What follows belongs to an exercise in optimizing a design on an open flow for small area; a production flow would make more cautious choices.
Where RTL was checked, it was by simulation tests only, not by an equivalence proof against the original.
Power figures rest on the tool's default switching activity, not on a simulated workload.

## channel_ctrl
module channel_ctrl
    #(parameter integer WIDTH = 64,
    parameter integer MAIN_FIFO_BITS = 12,
    parameter integer LOCAL_FIFO_DEPTH = 8)
    (output logic [WIDTH-2:0] channel_event,
    output logic [9:0] adc_word,
    output logic fifo_empty,
    output logic triggered_natural,
    output logic csa_reset,
    output logic sample,
    output logic clk_out,
    input logic channel_enabled,
    input logic hit,
    input logic [9:0] dout,
    input logic done,
    input logic [7:0] chip_id,
    input logic [5:0] channel_id,
    input logic [7:0] adc_burst,
    input logic [7:0] adc_hold_delay,
    input logic [31:0] timestamp_32b,
    input logic unsigned [7:0] reset_length,
    input logic enable_dynamic_reset,
    input logic cds_mode,
    input logic mark_first_packet,
    input logic read_local_fifo_n,
    input logic external_trigger,
    input logic cross_trigger,
    input logic periodic_trigger,
    input logic periodic_reset,
    input logic enable_min_delta_adc,
    input logic threshold_polarity,
    input logic [9:0] dynamic_reset_threshold,
    input logic [9:0] digital_threshold,
    input logic [7:0] min_delta_adc,
    input logic fifo_full,
    input logic fifo_half,
    input logic enable_local_fifo_diagnostics,
    input logic channel_mask,
    input logic external_trigger_mask,
    input logic cross_trigger_mask,
    input logic periodic_trigger_mask,
    input logic enable_periodic_trigger_veto,
    input logic enable_hit_veto,
    input logic clk,
    input logic reset_n);
For scale: ~1400 cells after synthesis, roughly 470 flip-flops, roughly 210 I/O pins.
Settings: LEC_CHECK=0, CAP_MARGIN=20, CORE_MARGIN=2, CORE_UTILIZATION=40, SLEW_MARGIN=20; clock period 10.0 ns.
standard.sh (not shown) runs the stock make flow with config.mk's settings and CLKGATE_MAP_FILE= SYNTH_SCRIPT=/design/flow/synth_recipe.tcl, a recipe that flattens the netlist after the stock synthesis.
==> flow/flow/run.sh <==
#!/bin/bash
# Standard layout (the standard.sh), with the port buffers made from the
# smallest buffer cell and a clock tree of smaller buffers.
export BUFFER_PORTS_ARGS="-buffer_cell sky130_fd_sc_hd__buf_1"
export CTS_ARGS="-sink_clustering_enable -repair_clock_nets -dont_use_dummy_load -buf_list {sky130_fd_sc_hd__clkbuf_8} -root_buf sky130_fd_sc_hd__clkbuf_8 -sink_clustering_size 20 -sink_clustering_max_diameter 50"
bash standard.sh > standard.log 2>&1
Rerun with:
--- a/flow/design.v
+++ b/flow/design.v
@@ -140,25 +140,25 @@
 logic [7:0] reset_counter;
 logic [8:0] rst_diff;
 logic rst_ge0, rst_ge2, rst_more;
 logic [9:0] delta_adc;
 logic rr_repeat, rr_polarity, delta_small, past_threshold;
 logic [9:0] previous_adc_word;
 logic first_conversion, periodic_reset_triggered, csa_reset_triggered;
 logic csa_reset_flag, last_call, final_conversion, have_reset_sample;
 logic write_local_fifo_n;
 logic [2:0] local_fifo_count;
 logic local_fifo_full, local_fifo_half, loaded;
 logic [45:0] q_event, event_in;
-logic [8:0] ev_live, ev_held;
+logic [6:0] ev_live, ev_held, ev_sel;
 logic is_reset_event, we_event;
 always_comb clk_out = 1'b0;
 always_comb begin
     triggered_natural = hit & ~channel_mask;
     triggered_external = external_trigger & ~external_trigger_mask;
     triggered_cross = cross_trigger & ~cross_trigger_mask;
     triggered_periodic = periodic_trigger & ~periodic_trigger_mask
         & ~(hit & enable_periodic_trigger_veto) & (State == IDLE);
     triggered_channel = triggered_natural | triggered_external
         | triggered_cross | triggered_periodic;
     case ({triggered_natural,triggered_external,
             triggered_cross,triggered_periodic})
@@ -353,41 +353,32 @@
                 else if (enable_dynamic_reset && past_threshold)
                     last_call <= 1'b1;
                 else if (enable_min_delta_adc && delta_small)
                     last_call <= 1'b1;
             end
             default: ;
         endcase
     end
 end
 always_comb begin
     is_reset_event = (Next == SAVE_RESET_SAMPLE);
     we_event = is_reset_event | (State == TRANSFER_ADC_CODE);
-    ev_live[3:0] = enable_local_fifo_diagnostics ? {1'b0, local_fifo_count + 3'd1}
-                                                 : ts_latched[27:24];
-    ev_live[4] = cds_mode;
-    ev_live[6:5] = {fifo_full, fifo_half};
-    ev_live[8:7] = {local_fifo_full, local_fifo_half};
+    ev_live = {local_fifo_count, enable_local_fifo_diagnostics, cds_mode,
+               fifo_full, fifo_half};
+    ev_sel = is_reset_event ? ev_live : ev_held;
     event_in[23:0] = ts_latched[23:0];
-    if (is_reset_event) begin
-        event_in[27:24] = ev_live[3:0];
-        event_in[29:28] = 2'b11;
-        event_in[43:42] = ev_live[6:5];
-        event_in[45:44] = ev_live[8:7];
-    end else begin
-        event_in[27:24] = ev_held[3:0];
-        event_in[29:28] = {ev_held[4], 1'b0};
-        event_in[43:42] = ev_held[6:5];
-        event_in[45:44] = ev_held[8:7];
-    end
+    event_in[27:24] = ev_sel[3] ? {1'b0, ev_sel[6:4] + 3'd1} : ts_latched[27:24];
+    event_in[29:28] = {is_reset_event | ev_sel[2], is_reset_event};
+    event_in[43:42] = ev_sel[1:0];
+    event_in[45:44] = {ev_sel[6:4] == 3'd6, ev_sel[6:4] >= 3'd3};
     event_in[39:30] = adc_word;
     event_in[41:40] = trigger_type_latched;
 end
 fifo_latch fifo_inst (
     .data_out   (q_event),
     .loaded     (loaded),
     .fifo_count (local_fifo_count),
     .fifo_full  (local_fifo_full),
     .fifo_half  (local_fifo_half),
     .fifo_empty (fifo_empty),
     .data_in    (event_in),
     .we         (we_event),
After rerunning: Worst setup slack improved by 0.040 ns; global-route usage rises by 0.14 points; final area rises by 1.8%; total power shrinks by 6.0%; flip-flop and latch count fell by 2; synthesized area goes up by 1.7%; hold slack gets better by 0.0043 ns; via count went up by 4.9%.
Function not checked in the second run of this note: the RTL went through the layout flow alone.
